Source: an optimization exercise on an open RTL-to-GDS flow (aim: small area, a short achievable clock period and few clock cycles). Production flows keep margins and buffers that such runs may drop. Function was not checked in any run shown here: the RTL went through the layout flow alone.

==> flow/design.v, too long to show whole: its modules and the start of the top module <==
// module RFC_CORDIC_exp: 293 lines
// module RFC_CORDIC_div: 133 lines
// module Dual_mode_neuron: 560 lines
// module mul27_cs4: 911 lines
module Dual_mode_neuron (
    input wire clk,
    input wire rstn,
    input wire mode,     
    input wire signed [26 : 0] i_in,    
    output wire signed [26 : 0] v,
    output reg signed [26:0] h_0,
    output reg done
);
  // ...
==> flow/run.sh <==
#!/bin/bash
# synth_recipe.tcl (not shown) runs the flow's synth.tcl, then flattens the netlist and writes it again
# the make line also repeats each setting of config.mk as NAME=value (left out here)
make -C /OpenROAD-flow-scripts/flow DESIGN_CONFIG=/design/flow/config.mk WORK_HOME=/design/flow/orfs CLKGATE_MAP_FILE= SYNTH_SCRIPT=/design/flow/synth_recipe.tcl finish
==> flow/config.mk <==
export PLATFORM = sky130hd
export DESIGN_NAME = Dual_mode_neuron
export DESIGN_NICKNAME = Dual_mode_neuron
export VERILOG_FILES = /design/flow/design.v
export SDC_FILE = /design/flow/constraint.sdc
export NUM_CORES = 8
export LEC_CHECK = 0
export CAP_MARGIN = 20
export CORE_MARGIN = 2
export CORE_UTILIZATION = 40
export PLACE_DENSITY = 0.75
export SETUP_SLACK_MARGIN = 4
export SLEW_MARGIN = 20
==> flow/constraint.sdc <==
create_clock -name core_clock -period 11.0 [get_ports {clk}]
set_input_delay 2.2000 -clock core_clock [delete_from_list [all_inputs] [get_ports {clk}]]
set_output_delay 2.2000 -clock core_clock [all_outputs]
set_load 0.01 [all_outputs]
==> out/qor.yml, run 1 <==
top_regs: "pr0: 45 flops, pr1: 44 flops, pr2: 42 flops"
violations: "capacitance limit, slew limit"
synth.most_common_cell: "nand2_1"
buffers: 1017
routed.top_layer: "met5"
cts.htree.levels: 4
worstSetupEndpoint: "uexp.ei[2]"
status: "failed layout checks"
grt_max_degree: 100
dp_cells: 14900
use_met3: 0.190
synth_area_leaders: "edfxtp_1, fa_1, dfxtp_1"
cts_repair_resize_count: 673
nFlopsAndLatches: 1208
fin_area_mm2: 0.124
maxSlewHeadroom: -0.0567
dieArea_mm2: 0.262
ys_types: 123
rsz0062_at_grt: "true"
wl_per_cell_um: 35.7
start_util: 0.402
finalMaxSlewViolations: 2
crit_path_start_kind: "flip-flop"
holdPathEnd: "e4s"
rrSetupSlack_ps: 3450
register_area_mm2: 0.0318
yosysSeqAreaShare: 0.307
grt.met1_usage: 0.478
instances_no_fill: 15800
crit_arrival_ps: 8170
gp_congestion: 1.14
hold_buffers: 0
cap_violations: 1
dpl_cell_area_mm2: 0.109
hold_viol_final: 0
yosysTopAreaCellShare: 0.194
==> module Dual_mode_neuron, before the edit <==
module Dual_mode_neuron (
    input wire clk,
    input wire rstn,
    input wire mode,     
    input wire signed [26 : 0] i_in,    
    output wire signed [26 : 0] v,
    output reg signed [26:0] h_0,
    output reg done
);
function [26:0] ext;     
    input [22:0] c;
    ext = {{2{c[22]}}, c[21:0], {3{c[22]}}};
endfunction
reg  signed [26:0] Vm, m_0, n_0;      
reg  signed [26:0] ACC;              
reg         [20:0] TAH;              
reg                aflag;            
reg                pflag;            
reg                vflag;            
reg                bflag;            
reg  signed [26:0] ma, mb;
reg         [2:0]  mtag;             
reg         [44:0] pr0, pr1, pr2, pr3;
reg                psg;
reg         [2:0]  tag1;
reg  signed [26:0] MO_X, MO_M, MO_N, MO_H;
reg                mvM, mvN, mvH;
wire [44:0] pr0_n, pr1_n, pr2_n, pr3_n;
mul27_cs4 mul (.a(ma), .b(mb), .r0(pr0_n), .e1r(pr1_n), .e2r(pr2_n), .e3r(pr3_n));
wire [44:0] psum = pr0 + pr1 + pr2 + pr3;
wire signed [26:0] mres = {psg, psum[44:19]};
always @(posedge clk) begin
    pr0 <= pr0_n;
    pr1 <= pr1_n;
    pr2 <= pr2_n;
    pr3 <= pr3_n;
    psg <= (ma != 27'sd0) & (mb != 27'sd0) & (ma[26] ^ mb[26]);
    if (tag1 == 3'd1) MO_X <= mres;
    if (tag1 == 3'd2) MO_M <= mres;
    if (tag1 == 3'd4) MO_N <= mres;
    if (tag1 == 3'd5) MO_H <= mres;
end
wire t1 = (tag1 == 3'd1), t2 = (tag1 == 3'd2), t4 = (tag1 == 3'd4), t5 = (tag1 == 3'd5);
wire signed [26:0] PX = t1 ? mres : MO_X;
wire signed [26:0] PM = t2 ? mres : MO_M;
wire signed [26:0] PN = t4 ? mres : MO_N;
wire signed [26:0] PH = t5 ? mres : MO_H;
always @(posedge clk or negedge rstn) begin
    if (!rstn) tag1 <= 3'd0;
    else       tag1 <= mtag;
end
reg  signed [26:0] aa, ab;
reg                asub;
wire signed [26:0] asum = aa + (asub ? ~ab : ab) + {26'd0, asub};
reg  signed [26:0] ba, bb;
reg                bsub;
wire signed [26:0] bsum = ba + (bsub ? ~bb : bb) + {26'd0, bsub};
reg  signed [26:0] AO_X, AO_M, AO_N, AO_H;
reg  [20:0] SX1, SX2, SX3, SX4;
reg  [3:0]  sxv;                 
reg  [1:0]  xp;                  
reg  [20:0] SD1x, SD1y, SD2x, SD2y, SD3y;
reg         sd1xv, sd1yv, sd2xv, sd2yv, sd3yv;
reg  [1:0]  dp;                  
reg  [22:0] R1, R2, R3, R4, RD1, RD2, RD3;
reg  [3:0]  rxv;                 
reg  [2:0]  rdv;                 
reg         e4s;                 
wire        x_ready, x_cond, x_la, x_idone, x_ishort;
wire [1:0]  x_itag;
wire [22:0] x_ires;
wire        d_ready, d_fdone;
wire [1:0]  d_ftag;
wire [22:0] d_fres;
reg         ad_start;            
reg  [20:0] ad_x;
reg         ad_leak;
reg         ad_abort;
wire [1:0]  xtag = (xp == 2'd0) ? 2'd0 : (xp == 2'd1) ? 2'd3 : (xp == 2'd2) ? 2'd2 : 2'd1;
wire [20:0] xslot = (xtag == 2'd0) ? SX1 : (xtag == 2'd1) ? SX2 : (xtag == 2'd2) ? SX3 : SX4;
wire        hx_start = mode & sxv[xtag] & ~rxv[xtag] & x_ready;
wire [1:0]  dtag = dp;
wire        dslot_ok = (dtag == 2'd0) ? (sd1xv & sd1yv) : (dtag == 2'd1) ? (sd2xv & sd2yv) : sd3yv;
wire [20:0] dx = (dtag == 2'd0) ? SD1x : (dtag == 2'd1) ? SD2x : 21'd16384;
wire [20:0] dy = (dtag == 2'd0) ? SD1y : (dtag == 2'd1) ? SD2y : SD3y;
wire        hd_start = mode & dslot_ok & ~rdv[dtag] & d_ready;
wire        xgo;                 
RFC_CORDIC_exp uexp (
    .clk(clk), .rst_n(rstn),
    .start(hx_start | (ad_start & xgo)), .op_leak(mode ? 1'b0 : ad_leak),
    .op_tag(mode ? xtag : 2'd0),
    .x_init(mode ? xslot : ad_x), .abort(ad_abort & xgo),
    .ready(x_ready), .cond(x_cond), .la(x_la),
    .idone(x_idone), .itag(x_itag), .ires(x_ires), .ishort(x_ishort)
);
RFC_CORDIC_div udiv (
    .clk(clk), .rst_n(rstn),
    .start(hd_start), .op_tag(dtag),
    .x_init(dx), .y_init(dy),
    .ready(d_ready), .fdone(d_fdone), .ftag(d_ftag), .fres(d_fres)
);
always @(posedge clk or negedge rstn) begin
    if (!rstn) begin
        xp <= 2'd0;
        dp <= 2'd0;
    end
    else begin
        if (hx_start) xp <= xp + 2'd1;
        if (hd_start) dp <= (dp == 2'd2) ? 2'd0 : dp + 2'd1;
    end
end
always @(posedge clk) begin
    if (x_idone) begin
        case (x_itag)
            2'd0: R1 <= x_ires;
            2'd1: R2 <= x_ires;
            2'd2: R3 <= e4s ? R4 : x_ires;       
            default: begin R4 <= x_ires; e4s <= x_ishort; end
        endcase
    end
    if (d_fdone) begin
        case (d_ftag)
            2'd0: RD1 <= d_fres;
            2'd1: RD2 <= d_fres;
            default: RD3 <= d_fres;
        endcase
    end
end
wire        r1_now = x_idone & (x_itag == 2'd0);
wire        r1_ok  = rxv[0] | r1_now;
wire [22:0] r1_val = r1_now ? x_ires : R1;
wire signed [26:0] e1r  = ext(r1_val);
wire signed [26:0] e2r  = ext(R2);
wire signed [26:0] e3r  = ext(R3);
wire signed [26:0] e4r  = ext(R4);
wire signed [26:0] d1r = ext(RD1);
wire signed [26:0] d2r = ext(RD2);
wire signed [26:0] d3r = ext(RD3);
wire [23:0] t2b = {e2r[26], e2r[22:0]};
wire [20:0] t3b = {e3r[26], e3r[19:0]};
wire [23:0] t2c = {e4r[26], e4r[22:0]};
wire signed [26:0] beta_n = { {6{t3b[20]}} , t3b} >>> 3;
wire signed [26:0] beta_m = { {3{t2c[23]}} , t2c} <<< 2;
wire signed [26:0] ah_ext = { {6{TAH[20]}} , TAH};
wire [20:0] sl_n   = ~{PX[26], PX[22:3]};                        
wire [20:0] ou_x1  = sl_n + 21'd1 - 21'd196608;                     
wire [20:0] ou_x23 = sl_n + 21'd1;                                  
wire signed [26:0] mneg = -PX;
wire [20:0] ou_x4  = {mneg[26], mneg[22:3]};                        
localparam [4:0]
    XT0 = 5'd0,  XT1 = 5'd1,  XT2 = 5'd2,  XT3 = 5'd3,                 
    XT4 = 5'd4,  XT5 = 5'd5,  XT6 = 5'd6,  XT7 = 5'd7,                 
    XP0 = 5'd18,                                                       
    H0 = 5'd20, H1 = 5'd21, H2 = 5'd22, H3 = 5'd23, H4 = 5'd24, H5 = 5'd25, H6 = 5'd26, H7 = 5'd27,
    AX = 5'd28, AXS = 5'd29, S1 = 5'd30, S2 = 5'd31;
localparam [3:0]
    YA0 = 4'd0,  YA1 = 4'd1,                                           
    YM0 = 4'd2,  YM1 = 4'd3,  YM2 = 4'd4,  YM3 = 4'd5,  YM4 = 4'd6,  YM5 = 4'd7,  YM6 = 4'd8,
    YP0 = 4'd9;                                                        
localparam [3:0]
    YN0 = 4'd0,  YN1 = 4'd1,  YN2 = 4'd2,  YN3 = 4'd3,  YN4 = 4'd4,
    YK0 = 4'd5,  YK1 = 4'd6,  YK2 = 4'd7,  YK3 = 4'd8,  YK4 = 4'd9;
localparam [2:0]
    Z0  = 3'd0, Z1  = 3'd1, Z2  = 3'd2,                                
    ZA0 = 3'd3, ZA1 = 3'd4;                                            
localparam [3:0]
    HH0 = 4'd0, HH1 = 4'd1, HH2 = 4'd2, HH3 = 4'd3, HH4 = 4'd4, HH5 = 4'd5,   
    HV1 = 4'd6, HV3 = 4'd7, HV5 = 4'd8,                                 
    HQ0 = 4'd9;                                                        
reg [4:0] pcX;
reg [3:0] pcM;
reg [3:0] pcN;
reg [2:0] pcZ;
reg [3:0] pcH;
reg       vr;            
reg       xtb;           
reg       xfirst;        
reg       nfirst;        
reg       tah_v;         
reg       mvX;
reg               okX, umX, uaX;  reg signed [26:0] maX, mbX, aaX, abX; reg asX;
reg               okM, umM, uaM;  reg signed [26:0] maM, mbM, aaM, abM; reg asM;
reg               okN, umN, uaN;  reg signed [26:0] maN, mbN, aaN, abN; reg asN;
reg               okZ, umZ, uaZ;  reg signed [26:0] maZ, mbZ, aaZ, abZ; reg asZ;
reg               okH, umH, uaH;  reg signed [26:0] maH, mbH, aaH, abH; reg asH;
reg       sp_c1, sp_c2, sp_e0;
wire signed [26:0] tb_p   = (pcX == AX) ? 27'sd0 : e1r;
wire signed [26:0] tb_q   = (pcX == AX) ? Vm : AO_X;
wire signed [26:0] tb_n   = tb_p + tb_q + $signed(27'd26214400);
wire        [20:0] x_new  = {ACC[26], ACC[23:4]} - $signed(21'd452706);
wire               esp    = ACC >= $signed('d10485760);
wire signed [26:0] a0_vr  = $signed(-27'b0_0111010_0000000000000000000) + $signed(27'd26214400);
wire        [20:0] x_vr   = {a0_vr[26], a0_vr[23:4]} - $signed(21'd452706);
wire        [3:0]  ei_new = x_new[20] ? ~x_new[19:16] : x_new[19:16];
wire               vneg   = AO_X[26];
wire        [20:0] x_newc = {tb_n[26], tb_n[23:4]} - $signed(21'd452706);
wire               espc   = tb_n >= $signed('d10485760);
wire               vnegc  = bsum[26];
wire        [3:0]  ei_newc = x_newc[20] ? ~x_newc[19:16] : x_newc[19:16];
always @(*) begin
    okX = 1'b1; umX = 1'b0; uaX = 1'b0;
    maX = 27'sd0; mbX = 27'sd0; aaX = 27'sd0; abX = 27'sd0; asX = 1'b0;
    ad_start = 1'b0; ad_x = x_new; ad_leak = 1'b0; ad_abort = 1'b0;
    case (pcX)
    XP0: begin uaX = mode; aaX = Vm; end
    XT0: begin okX = ~(|sxv) & ~sd1xv & ~sd2xv & (vr | xfirst);
               umX = 1'b1; maX = $signed(27'd52429); mbX = Vm;
               uaX = 1'b1; aaX = Vm; abX = $signed(27'd31457280); end
    XT1: begin okX = mvX | t1; umX = 1'b1; maX = AO_X; mbX = $signed(27'd29127); end
    XT2: begin okX = mvX | t1; umX = 1'b1; maX = AO_X; mbX = $signed(27'd6554); end
    XT3: begin okX = mvX | t1; umX = 1'b1; maX = AO_X; mbX = $signed(27'd26215);
               uaX = 1'b1; aaX = Vm; abX = $signed(27'd26214400); end
    XT4: begin okX = mvX | t1; umX = 1'b1; maX = AO_X; mbX = $signed(27'd5243);
               uaX = 1'b1; aaX = Vm; abX = $signed(27'd18350080); end
    XT5: begin okX = mvX | t1; umX = 1'b1; maX = AO_X; mbX = $signed(27'd52429);
               uaX = 1'b1; aaX = $signed(-27'd25910313); abX = Vm; asX = 1'b1; end
    XT6: begin okX = mvX | t1; umX = 1'b1; maX = $signed(27'd157286); mbX = AO_X >>> 7; end
    XT7: begin okX = (mvX | t1) & ~bflag; uaX = 1'b1; aaX = Vm; abX = { {6{PX[26]}}, PX[26], PX[19:0]}; end
    H0: begin umX = 1'b1; maX = $signed(27'd524113); mbX = m_0; end
    H1: begin umX = 1'b1; maX = $signed(27'd349); mbX = Vm; end
    H2: begin umX = 1'b1; maX = $signed(27'd524025); mbX = Vm; uaX = 1'b1; aaX = MO_X; abX = $signed(27'd24466); end
    H3: begin umX = 1'b1; maX = $signed(-27'd53); mbX = m_0; uaX = 1'b1; aaX = MO_X; abX = AO_X; end
    H4: begin uaX = 1'b1; aaX = MO_X; abX = i_in; end
    H5: begin uaX = 1'b1; aaX = MO_X >>> 1; abX = AO_X; end
    H6: begin okX = r1_ok; uaX = 1'b1; aaX = e1r; abX = AO_X;
              ad_start = 1'b1; ad_x = vnegc ? x_newc : x_vr; end
    H7: begin umX = 1'b1; maX = $signed(27'd524113); mbX = m_0; end     
    AX: ;
    AXS: begin ad_start = 1'b1; ad_x = x_new; end
    S1: ;
    S2: begin ad_abort = ~(sp_c1 & sp_e0);
              ad_start = ~(sp_c1 & sp_e0); ad_x = x_vr;
              ad_leak = sp_c1 | sp_c2; end
    default: ;
    endcase
end
always @(*) begin
    okM = 1'b1; umM = 1'b0; uaM = 1'b0;
    maM = 27'sd0; mbM = 27'sd0; aaM = 27'sd0; abM = 27'sd0; asM = 1'b0;
    case (pcM)
    YP0: begin umM = 1'b1; maM = m_0; mbM = m_0; end
    YM0: begin okM = rdv[1] & rxv[3]; uaM = 1'b1; aaM = d2r; abM = beta_m; end
    YM1: begin okM = ~pflag; umM = 1'b1; maM = AO_M; mbM = m_0; end
    YM2: begin okM = mvM | t2; uaM = 1'b1; aaM = d2r; abM = PM; asM = 1'b1; end
    YM3: begin uaM = 1'b1; aaM = AO_M >>> 7; abM = m_0; end
    YM4: begin umM = 1'b1; maM = AO_M; mbM = AO_M; end
    YM5: begin okM = mvM; umM = 1'b1; maM = MO_M; mbM = m_0; end
    YM6: begin okM = mvM | t2; end
    default: ;
    endcase
end
always @(*) begin
    okN = 1'b1; umN = 1'b0; uaN = 1'b0;
    maN = 27'sd0; mbN = 27'sd0; aaN = 27'sd0; abN = 27'sd0; asN = 1'b0;
    case (pcN)
    YN0: begin okN = rdv[0] & rxv[2]; uaN = 1'b1; aaN = d1r; abN = beta_n; end
    YN1: begin umN = 1'b1; maN = AO_N; mbN = n_0; end
    YN2: begin okN = mvN | t4; uaN = 1'b1; aaN = d1r; abN = PN; asN = 1'b1; end
    YN3: begin uaN = 1'b1; aaN = AO_N >>> 7; abN = n_0; end
    YN4: begin umN = 1'b1; maN = nfirst ? n_0 : AO_N; mbN = nfirst ? n_0 : AO_N; end
    YK0: begin okN = vflag | nfirst; uaN = 1'b1; aaN = $signed(-27'd37822136); abN = Vm; asN = 1'b1; end
    YK1: begin okN = mvN; umN = 1'b1; maN = MO_N; mbN = MO_N; end
    YK2: begin okN = mvN; umN = 1'b1; maN = MO_N; mbN = $signed(27'd18874368); end
    YK3: begin okN = mvN; umN = 1'b1; maN = MO_N; mbN = AO_N >>> 7; end
    YK4: begin okN = (mvN | t4) & bflag & ~aflag;
               uaN = 1'b1; aaN = ACC; abN = { {4{PN[26]}}, PN[26], PN[21:0]}; end
    default: ;
    endcase
end
always @(*) begin
    okZ = 1'b1; umZ = 1'b0; uaZ = 1'b0;
    maZ = 27'sd0; mbZ = 27'sd0; aaZ = 27'sd0; abZ = 27'sd0; asZ = 1'b0;
    case (pcZ)
    Z0: begin okZ = r1_ok & ~sd2yv & ~sd1yv & ~sd3yv;
              umZ = 1'b1; maZ = e1r; mbZ = $signed(27'd70955);
              uaZ = 1'b1; aaZ = $signed(27'd524288); abZ = e1r; end
    Z1: begin umZ = 1'b1; maZ = ext(R1); mbZ = $signed(27'd317997);
              uaZ = 1'b1; aaZ = $signed(27'd524288); abZ = mres; asZ = 1'b1; end
    Z2: begin uaZ = 1'b1; aaZ = $signed(27'd524288); abZ = mres; asZ = 1'b1; end
    ZA0: begin okZ = rxv[1] & ~tah_v; umZ = 1'b1; maZ = { {3{t2b[23]}} , t2b}; mbZ = $signed(27'd36700); end
    ZA1: ;
    default: ;
    endcase
end
always @(*) begin
    okH = 1'b1; umH = 1'b0; uaH = 1'b0;
    maH = 27'sd0; mbH = 27'sd0; aaH = 27'sd0; abH = 27'sd0; asH = 1'b0;
    case (pcH)
    HQ0: begin okH = pflag; umH = 1'b1; maH = MO_M; mbH = h_0; end
    HH0: begin okH = rdv[2] & tah_v; uaH = 1'b1; aaH = ah_ext; abH = d3r; end
    HH1: begin umH = 1'b1; maH = AO_H; mbH = h_0; end
    HH2: ;
    HH3: begin okH = mvH | t5; uaH = 1'b1; aaH = ah_ext; abH = PH; asH = 1'b1; end
    HH4: begin uaH = 1'b1; aaH = AO_H >>> 7; abH = h_0; end
    HH5: begin okH = pflag; umH = 1'b1; maH = MO_M; mbH = AO_H; end
    HV1: begin okH = mvH; umH = 1'b1; maH = MO_H; mbH = $signed(27'd62914560);
               uaH = 1'b1; aaH = $signed(27'd28898755); abH = Vm; asH = 1'b1; end
    HV3: begin okH = mvH & aflag; umH = 1'b1; maH = MO_H; mbH = AO_H >>> 7;
               uaH = 1'b1; aaH = ACC; abH = i_in; end
    HV5: begin okH = (mvH | t5) & ~vr & ~xtb & ~vflag; uaH = 1'b1; aaH = AO_H; abH = PH; end
    default: ;
    endcase
end
wire hh = mode;
wire rZ = hh & okZ, rH = hh & okH, rX = okX, rM = hh & okM, rN = hh & okN;
wire sMZ = rZ & umZ;
wire sMH = rH & umH & ~sMZ;
wire sMX = rX & umX & ~sMZ & ~(rH & umH);
wire sMM = rM & umM & ~sMZ & ~(rH & umH) & ~(rX & umX);
wire sMN = rN & umN & ~sMZ & ~(rH & umH) & ~(rX & umX) & ~(rM & umM);
wire sAZ = rZ & uaZ;
wire sAM = rM & uaM & ~sAZ;
wire sAN = rN & uaN & ~sAZ & ~(rM & uaM);
wire sAH = rH & uaH;
wire sAX = rX & uaX & ~(rH & uaH);
wire gZ = rZ & (~umZ | sMZ) & (~uaZ | sAZ);
wire gH = rH & (~umH | sMH) & (~uaH | sAH);
wire gX = rX & (~umX | sMX) & (~uaX | sAX);
wire gM = rM & (~umM | sMM) & (~uaM | sAM);
wire gN = rN & (~umN | sMN) & (~uaN | sAN);
assign xgo = gX;
always @(*) begin
    ma = sMZ ? maZ : sMH ? maH : sMX ? maX : sMM ? maM : maN;
    mb = sMZ ? mbZ : sMH ? mbH : sMX ? mbX : sMM ? mbM : mbN;
    mtag = (sMZ & gZ) ? 3'd3 : (sMH & gH) ? 3'd5 : (sMX & gX) ? 3'd1 : (sMM & gM) ? 3'd2 : (sMN & gN) ? 3'd4 : 3'd0;
    aa = sAZ ? aaZ : sAM ? aaM : aaN;
    ab = sAZ ? abZ : sAM ? abM : abN;
    asub = sAZ ? asZ : sAM ? asM : asN;
    ba = sAH ? aaH : aaX;
    bb = sAH ? abH : abX;
    bsub = sAH ? asH : asX;
end
always @(posedge clk or negedge rstn) begin
    if (!rstn) begin
        mvX <= 1'b0; mvM <= 1'b0; mvN <= 1'b0; mvH <= 1'b0;
    end
    else begin
        if (gH & umH) mvH <= 1'b0; else if (tag1 == 3'd5) mvH <= 1'b1;
        if (gX & umX) mvX <= 1'b0; else if (tag1 == 3'd1) mvX <= 1'b1;
        if (gM & umM) mvM <= 1'b0; else if (tag1 == 3'd2) mvM <= 1'b1;
        if (gN & umN) mvN <= 1'b0; else if (tag1 == 3'd4) mvN <= 1'b1;
    end
end
always @(posedge clk) begin
    if (gX & uaX) AO_X <= bsum;
    if (gM & uaM) AO_M <= asum;
    if (gN & uaN) AO_N <= asum;
    if (gH & uaH) AO_H <= bsum;
end
function [4:0] succX;
    input [4:0] p;
    begin
        case (p)
            5'd0: succX = 5'd1;
            5'd1: succX = 5'd2;
            5'd2: succX = 5'd3;
            5'd3: succX = 5'd4;
            5'd4: succX = 5'd5;
            5'd5: succX = 5'd6;
            5'd6: succX = 5'd7;
            5'd7: succX = 5'd8;
            5'd8: succX = 5'd9;
            5'd9: succX = 5'd10;
            5'd10: succX = 5'd11;
            5'd11: succX = 5'd12;
            5'd12: succX = 5'd13;
            5'd13: succX = 5'd14;
            5'd14: succX = 5'd15;
            5'd15: succX = 5'd16;
            5'd16: succX = 5'd17;
            5'd17: succX = 5'd18;
            5'd18: succX = 5'd19;
            5'd19: succX = 5'd20;
            5'd20: succX = 5'd21;
            5'd21: succX = 5'd22;
            5'd22: succX = 5'd23;
            5'd23: succX = 5'd24;
            5'd24: succX = 5'd25;
            5'd25: succX = 5'd26;
            5'd26: succX = 5'd27;
            5'd27: succX = 5'd28;
            5'd28: succX = 5'd29;
            5'd29: succX = 5'd30;
            5'd30: succX = 5'd31;
            default: succX = 5'd0;
        endcase
    end
endfunction
function [3:0] succ4;
    input [3:0] p;
    begin
        case (p)
            4'd0: succ4 = 4'd1;
            4'd1: succ4 = 4'd2;
            4'd2: succ4 = 4'd3;
            4'd3: succ4 = 4'd4;
            4'd4: succ4 = 4'd5;
            4'd5: succ4 = 4'd6;
            4'd6: succ4 = 4'd7;
            4'd7: succ4 = 4'd8;
            4'd8: succ4 = 4'd9;
            4'd9: succ4 = 4'd10;
            4'd10: succ4 = 4'd11;
            4'd11: succ4 = 4'd12;
            4'd12: succ4 = 4'd13;
            4'd13: succ4 = 4'd14;
            4'd14: succ4 = 4'd15;
            default: succ4 = 4'd0;
        endcase
    end
endfunction
always @(posedge clk or negedge rstn) begin
    if (!rstn) begin
        pcX <= XP0;
        pcM <= YP0;
        pcN <= YN4;
        pcZ <= Z0;
        pcH <= HQ0;
        xfirst <= 1'b1;
        nfirst <= 1'b1;
    end
    else begin
        if (gX) begin
            case (pcX)
                XP0:  pcX <= mode ? XT0 : AX;
                XT7:  begin pcX <= XT0; xfirst <= 1'b0; end
                H6:   pcX <= (vnegc & espc) ? S1 : H7;
                H7:   pcX <= H1;
                AXS:  pcX <= esp ? S1 : H0;
                S2:   pcX <= H0;
                default: pcX <= succX(pcX);
            endcase
        end
        if (gM) begin
            case (pcM)
                YP0:  pcM <= YM5;
                YM6:  pcM <= YM0;
                default: pcM <= succ4(pcM);
            endcase
        end
        if (gN) begin
            case (pcN)
                YK4:  begin pcN <= YN0; nfirst <= 1'b0; end
                default: pcN <= succ4(pcN);
            endcase
        end
        if (gZ) pcZ <= (pcZ == Z0) ? Z1 : (pcZ == Z1) ? Z2 : (pcZ == Z2) ? ZA0 : (pcZ == ZA0) ? ZA1 : Z0;
        if (gH) begin
            case (pcH)
                HQ0:  pcH <= HV1;
                HH1:  pcH <= HH3;
                HH5:  pcH <= HV1;
                HV1:  pcH <= HV3;
                HV3:  pcH <= HV5;
                HV5:  pcH <= HH0;
                default: pcH <= succ4(pcH);
            endcase
        end
    end
end
always @(posedge clk) begin
    if (gX) case (pcX)
        XT1: SX1 <= ou_x1;
        XT2: SX4 <= ou_x4;
        XT3: SX3 <= ou_x23;
        XT4: SX2 <= ou_x23;
        XT5: SD1x <= { {6{PX[26]}}, PX[19:5]};
        XT6: SD2x <= { {3{PX[26]}}, PX[22:5]};
        XT7: ACC <= bsum;
        H6:  ACC <= tb_n;
        AX:  ACC <= tb_n;
        default: ;
    endcase
    if (gZ && pcZ == ZA1) TAH <= {mres[26], mres[19:0]};
    if (gN && pcN == YK4) ACC <= asum;
    if (gZ) case (pcZ)
        Z0:  SD3y <= {asum[26], asum[24:5]};
        Z1:  SD1y <= {asum[26], asum[24:5]};     
        Z2:  SD2y <= {asum[26], asum[24:5]};     
        default: ;
    endcase
end
wire [3:0] sx_set = (gX && pcX == XT1) ? 4'b0001 : (gX && pcX == XT2) ? 4'b1000 :
                    (gX && pcX == XT3) ? 4'b0100 : (gX && pcX == XT4) ? 4'b0010 : 4'b0000;
wire [3:0] rx_clr = {(gM && pcM == YM0), (gN && pcN == YN0), (gZ && pcZ == ZA0), (gZ && pcZ == Z1) | (gX && pcX == H6)};
wire [2:0] rd_clr = {(gH && pcH == HH0), (gM && pcM == YM2), (gN && pcN == YN2)};
always @(posedge clk or negedge rstn) begin
    if (!rstn) begin
        sxv <= 4'd0;
        sd1xv <= 1'b0; sd1yv <= 1'b0; sd2xv <= 1'b0; sd2yv <= 1'b0; sd3yv <= 1'b0;
        rxv <= 4'd0; rdv <= 3'd0;
        aflag <= 1'b0; pflag <= 1'b0; vflag <= 1'b0; bflag <= 1'b0; tah_v <= 1'b0;
        vr <= 1'b0; xtb <= 1'b0;
    end
    else begin
        sxv <= (sxv & ~(hx_start ? (4'd1 << xtag) : 4'd0)) | sx_set;
        if (hd_start && dtag == 2'd0) begin sd1xv <= 1'b0; sd1yv <= 1'b0; end
        else begin
            if (gX && pcX == XT5) sd1xv <= 1'b1;
            if (gZ && pcZ == Z1)  sd1yv <= 1'b1;
        end
        if (hd_start && dtag == 2'd1) begin sd2xv <= 1'b0; sd2yv <= 1'b0; end
        else begin
            if (gX && pcX == XT6) sd2xv <= 1'b1;
            if (gZ && pcZ == Z2)  sd2yv <= 1'b1;
        end
        if (hd_start && dtag == 2'd2) sd3yv <= 1'b0;
        else if (gZ && pcZ == Z0)     sd3yv <= 1'b1;
        rxv <= (rxv | (x_idone ? (4'd1 << x_itag) : 4'd0)) & ~rx_clr;
        rdv <= (rdv | (d_fdone ? (3'd1 << d_ftag) : 3'd0)) & ~rd_clr;
        if (gN && pcN == YK4) aflag <= 1'b1;
        else if (gH && pcH == HV3) aflag <= 1'b0;
        if (gM && pcM == YM6) pflag <= 1'b1;
        else if (gH && (pcH == HH5 || pcH == HQ0)) pflag <= 1'b0;
        if (gH && pcH == HV5) vflag <= 1'b1;
        else if (gN && pcN == YK0 && !nfirst) vflag <= 1'b0;
        if (gX && pcX == XT7) bflag <= 1'b1;
        else if (gN && pcN == YK4) bflag <= 1'b0;
        if (gZ && pcZ == ZA1) tah_v <= 1'b1;
        else if (gH && pcH == HH3) tah_v <= 1'b0;
        if (gH && pcH == HV5) vr <= 1'b1;
        else if (gX && pcX == XT0) vr <= 1'b0;
        if (gX && pcX == XT0 && mode) xtb <= 1'b1;
        else if (gX && pcX == XT7) xtb <= 1'b0;
    end
end
reg x6;                  
always @(posedge clk) begin
    x6 <= gX & (pcX == H6);
    if (pcX == H6) sp_e0 <= (ei_newc == 4'd0);
    if (pcX == AXS) sp_e0 <= (ei_new == 4'd0);
    if (pcX == S1) begin sp_c1 <= x_cond; sp_c2 <= x_la; end    
end
always @(posedge clk or negedge rstn) begin
    if (!rstn) begin
        Vm    <= 0;
        m_0  <= 27'b0_0000000_0000110110001010111;
        n_0  <= 27'b0_0000000_0101000101010100110;
        h_0  <= 27'b0_0000000_1001100010011010000;
        done <= 1'b0;
    end
    else begin
        done <= 1'b0;
        if (gX) case (pcX)
            XP0: if (!mode) m_0 <= 0;
            H4:  m_0 <= AO_X;
            H6:  done <= 1'b1;                   
            H7:  Vm <= vneg ? AO_X : $signed(-27'b0_0111010_0000000000000000000);
            S1:  begin done <= 1'b1; if (x6) Vm <= AO_X; end    
            S2:  Vm <= $signed(-27'b0_0111010_0000000000000000000);
            default: ;
        endcase
        if (gH && pcH == HH5) begin h_0 <= AO_H; done <= 1'b1; end
        if (gH && pcH == HV5) Vm <= bsum;
        if (gM && pcM == YM4) m_0 <= AO_M;
        if (gN && pcN == YN4 && !nfirst) n_0 <= AO_N;
    end
end
assign v = Vm;
endmodule
==> inputs of run 2 (changes only) <==
--- a/flow/design.v
+++ b/flow/design.v
@@ -578,7 +578,7 @@
     XT4 = 5'd4,  XT5 = 5'd5,  XT6 = 5'd6,  XT7 = 5'd7,                 
     XP0 = 5'd18,                                                       
     H0 = 5'd20, H1 = 5'd21, H2 = 5'd22, H3 = 5'd23, H4 = 5'd24, H5 = 5'd25, H6 = 5'd26, H7 = 5'd27,
-    AX = 5'd28, AXS = 5'd29, S1 = 5'd30, S2 = 5'd31;
+    AX = 5'd28, S1 = 5'd30, S2 = 5'd31;
 localparam [3:0]
     YA0 = 4'd0,  YA1 = 4'd1,                                           
     YM0 = 4'd2,  YM1 = 4'd3,  YM2 = 4'd4,  YM3 = 4'd5,  YM4 = 4'd6,  YM5 = 4'd7,  YM6 = 4'd8,
@@ -613,11 +613,8 @@
 wire signed [26:0] tb_p   = (pcX == AX) ? 27'sd0 : e1r;
 wire signed [26:0] tb_q   = (pcX == AX) ? Vm : AO_X;
 wire signed [26:0] tb_n   = tb_p + tb_q + $signed(27'd26214400);
-wire        [20:0] x_new  = {ACC[26], ACC[23:4]} - $signed(21'd452706);
-wire               esp    = ACC >= $signed('d10485760);
 wire signed [26:0] a0_vr  = $signed(-27'b0_0111010_0000000000000000000) + $signed(27'd26214400);
 wire        [20:0] x_vr   = {a0_vr[26], a0_vr[23:4]} - $signed(21'd452706);
-wire        [3:0]  ei_new = x_new[20] ? ~x_new[19:16] : x_new[19:16];
 wire               vneg   = AO_X[26];
 wire        [20:0] x_newc = {tb_n[26], tb_n[23:4]} - $signed(21'd452706);
 wire               espc   = tb_n >= $signed('d10485760);
@@ -626,7 +623,7 @@
 always @(*) begin
     okX = 1'b1; umX = 1'b0; uaX = 1'b0;
     maX = 27'sd0; mbX = 27'sd0; aaX = 27'sd0; abX = 27'sd0; asX = 1'b0;
-    ad_start = 1'b0; ad_x = x_new; ad_leak = 1'b0; ad_abort = 1'b0;
+    ad_start = 1'b0; ad_x = x_newc; ad_leak = 1'b0; ad_abort = 1'b0;
     case (pcX)
     XP0: begin uaX = mode; aaX = Vm; end
     XT0: begin okX = ~(|sxv) & ~sd1xv & ~sd2xv & (vr | xfirst);
@@ -651,8 +648,7 @@
     H6: begin okX = r1_ok; uaX = 1'b1; aaX = e1r; abX = AO_X;
               ad_start = 1'b1; ad_x = vnegc ? x_newc : x_vr; end
     H7: begin umX = 1'b1; maX = $signed(27'd524113); mbX = m_0; end     
-    AX: ;
-    AXS: begin ad_start = 1'b1; ad_x = x_new; end
+    AX: begin ad_start = 1'b1; ad_x = x_newc; end
     S1: ;
     S2: begin ad_abort = ~(sp_c1 & sp_e0);
               ad_start = ~(sp_c1 & sp_e0); ad_x = x_vr;
@@ -852,7 +848,7 @@
                 XT7:  begin pcX <= XT0; xfirst <= 1'b0; end
                 H6:   pcX <= (vnegc & espc) ? S1 : H7;
                 H7:   pcX <= H1;
-                AXS:  pcX <= esp ? S1 : H0;
+                AX:   pcX <= espc ? S1 : H0;
                 S2:   pcX <= H0;
                 default: pcX <= succX(pcX);
             endcase
@@ -893,8 +889,6 @@
         XT5: SD1x <= { {6{PX[26]}}, PX[19:5]};
         XT6: SD2x <= { {3{PX[26]}}, PX[22:5]};
         XT7: ACC <= bsum;
-        H6:  ACC <= tb_n;
-        AX:  ACC <= tb_n;
         default: ;
     endcase
     if (gZ && pcZ == ZA1) TAH <= {mres[26], mres[19:0]};
@@ -953,8 +947,7 @@
 reg x6;                  
 always @(posedge clk) begin
     x6 <= gX & (pcX == H6);
-    if (pcX == H6) sp_e0 <= (ei_newc == 4'd0);
-    if (pcX == AXS) sp_e0 <= (ei_new == 4'd0);
+    if (pcX == H6 || pcX == AX) sp_e0 <= (ei_newc == 4'd0);
     if (pcX == S1) begin sp_c1 <= x_cond; sp_c2 <= x_la; end    
 end
 always @(posedge clk or negedge rstn) begin
--- a/flow/config.mk
+++ b/flow/config.mk
@@ -9,5 +9,5 @@
 export CORE_MARGIN = 2
 export CORE_UTILIZATION = 40
 export PLACE_DENSITY = 0.75
-export SETUP_SLACK_MARGIN = 4
+export SETUP_SLACK_MARGIN = 3.5
 export SLEW_MARGIN = 20
==> out/qor.yml, run 2 <==
status: "timing/DRC/antenna clean"
layout.cells.most_common: "nand2_1"
gp_congestion: 1.16  # +2.0%
dr.first_iter.drc_count: 19100
cts.sinks: 1208
finalMaxSlewViolations: 0  # -2
syn_area_per_cell_um2: 8.77
ioPinCount: 85
dieArea_mm2: 0.260  # -0.93%
top_register: "pr0"
cts-root-buf: "clkbuf_16"
fill_cells: 23800
syn_to_final_growth_pct: 16.0
worstSetupEndpoint: "udiv.y[19]"
period_needed_ps: 7790
maxSlewHeadroom: 0.149  # +0.206
cpMaxStageDelayCell: "edfxtp_1"
most-common-layout-cells: "nand2_1, o21ai_0, a21oi_1"
fin_area_mm2: 0.119  # -4.3%
start_util: 0.403  # +0.000577
ys_ff_latch: 1208
worstMarginPinSlew_ps: 1260
dp_hpwl_um: 367000
crit_arrival_ps: 8420  # +250 ps
hold_path_class: "flip-flop to flip-flop"
firstDrtPassIters: 15
skew_ps: 75.8
hold_viol_final: 0  # unchanged
cts.htree.levels: 4  # unchanged
synth-main-ff-cell: "edfxtp_1"
reg2reg_to: "udiv.y[19]"
synth_edf_count: 668
setup_viol_count_final: 0
antenna_found_initial: 55
top_regs: "pr0: 45 flops, pr1: 44 flops, pr2: 42 flops"
grt_pass1_wl_um: 722000
vias: 103000
cp_data_required_time_ps: 11630
grt_max_degree: 82  # -18%
period_share: 0.708
dpl_cell_area_mm2: 0.108  # -1.5%
synthTopCellsByCount: "nand2_1, o21ai_0, a21oi_1"
clkTransAtPathRegs_ps: 60
cp-end-kind: "flip-flop"
clock_latency_ps: 900
overflow: 0
routed_wirelength_um: 522000
nNetsFinal: 12700
netlist_area_mm2: 0.102
cpMostUsedCell: "maj3_2"
die_h_um: 510
largest_register_ffs: 45
fmax_mhz: 128
synth_mux_area_frac: 0.0245
clockBufferDepth: 3
critical_path.startpoint: "udiv.y[0]"
yosys.area_share.simple: 0.155
synth_top_cell_by_area: "edfxtp_1"
synth_nets: 12700
post-route-util: 0.467
synth-adder-area-share: 0.162
drive_above_1_share: 0.145
fp-row-count: 185
track_usage: 0.387
postRouteAntennaNets: 0
synth.most_common_cell: "nand2_1"
core_mm2: 0.254
yosysTopAreaCellShare: 0.196  # +0.00184
avgViaCountPerCell: 6.78
cpPeakStageDelay_ps: 490
worstPathMaxFanout: 7
ys_warn_count: 3
hold_buffers: 0  # unchanged
rr_startpoint: "udiv.y[0]"
setup_tns_ps: 0
synth_top_family_by_area: "compound AO/OA/AOI/OAI gates"
cts_tree: "yes"
synth_area_leaders: "edfxtp_1, fa_1, dfxtp_1"
synth_compound_area_frac: 0.222
rrSetupSlack_ps: 3210  # -240 ps
critical_path_class: "flip-flop to flip-flop"
ys_types: 121  # -1.6%
cap_violations: 0  # -1
wl_per_cell_um: 34.2  # -4.3%
synthCells: 11700
grt_pass1_vias: 95000
ys_async_sr_fraction: 0.140
port_buffers: 84
rr_worst_depth: 32
synthXorXnorAreaFrac: 0.0678
cts-buffers-inserted: 146
chipWidth_um: 510
rsz0062_at_grt: "true"
drc: 0
crit_path_start_kind: "flip-flop"
yosysSeqAreaShare: 0.310  # +0.00291
min_from: "uexp.tg[1]"
[run 2: cell types whose count changed after synthesis, sizes merged, moves of 49 or more]
cell    previous run  this run
nor2             864       805
a211oi           106       163
nand2           1266      1207
and3              78       130
a31oi            214       148
xor2             229       180
nand3            501       452
[run 2: cell families (layout without fill, tap and decap cells)]
family | count (synthesis) | count (layout)
buffers and inverters | 1547 | 1737
DFF | 1208 | 1208
adders and majority gates | 1035 | 1035
and+or+nand+nor | 3389 | 3389
other | 0 | 41
xor gates and xnor gates | 791 | 795
muxes | 239 | 239
AOI/OAI and AO/OA | 3460 | 3460
[run 2: worst min-delay path by stage]
| stage | cells past startpoint | slack [ps] | end |
|---|---|---|---|
| finish | 0 | 420 | uexp.itg[1] |
| global route | 0 | 440 | uexp.itg[1] |
| global placement | 0 | 400 | uexp.itg[1] |
| CTS | 0 | 430 | uexp.itg[1] |
| detailed placement | 0 | 410 | uexp.itg[1] |
| floorplan | 0 | 400 | e4s |
[run 2: critical path: cells and delay by family, from the launching register on]
kind                     cells  cell delay, ps
AO/OA/AOI/OAI               13            2650
adder cells (fa/ha/maj)      6            1850
buffers and inverters        4             560
flip-flops                   1             490
multiplexers                 1             100
AND/OR/NAND/NOR              8            1870
[run 2: what timing repair did]
item | CTS | global route
pin swaps | 84 | 176
gates resized for setup | 299 | 409
hold endpoints to repair | 0 | 0
gates cloned | 10 | 12
endpoints found under the setup margin | 334 | 249
buffers inserted | 147 | 155
[run 2: cell type report]
type / instances / area [um^2] / share of cell area
inverters: 664 / 2560 / 0.0216
flip-flops and latches: 1208 / 31800 / 0.268
repair inverters: 2 / 12.5 / 0.000105
clock buffers: 178 / 3870 / 0.0326
repair buffers: 799 / 7120 / 0.0600
diodes: 41 / 103 / 0.000864
well taps: 3366 / 4210 / 0.0355
multi-input cells: 8918 / 67900 / 0.572
clock inverters: 94 / 1100 / 0.00924
[run 2: through the flow]
step	worst slack [ps]	std cells	hold slack (ps)
finish	3210	15300	419
global route	2960	15200	437
CTS	3440	15100	428
detailed placement	1760	14600	407
global placement	1810	14600	404
floorplan	3500	11700	400
[run 2: routing by layer]
layer | vias to the layer above | wire length, um | GRT usage
met5 | - | 394 | 0
met4 | 40 | 53900 | 0.308
met3 | 2523 | 78000 | 0.158
met2 | 9015 | 208000 | 0.541
met1 | 49400 | 181000 | 0.468
li1 | 42500 | - | -

## what the ideal ports hide
Ports are ideal in the flow. The routed layouts listed here were re-timed in OpenROAD.
Step 1, drivers: a clkbuf_16 drives clk and a buf_2 each remaining input, both assumed.
Step 2 moves the port delays by t, midway between the first and last clock arrival at a register: inputs arrive t later, outputs are due t later. That takes back most of the time a late clock gives input paths.
Three values: ideal, step 1, step 2; two values: the first two.
run | t (ns) | setup slack, ns | clock arrival spread, ns | cell pins on the clock port's net
run 1 | 0.971 | 3.451 / 3.451 / 2.970 | 0.050 / 0.050 | 1
run 2 | 0.971 | 3.212 / 3.212 / 2.524 | 0.076 / 0.076 | 1
The setup slack of run 2, which loses most, moves by 0.000 ns with the drivers and by -0.688 ns with both steps.
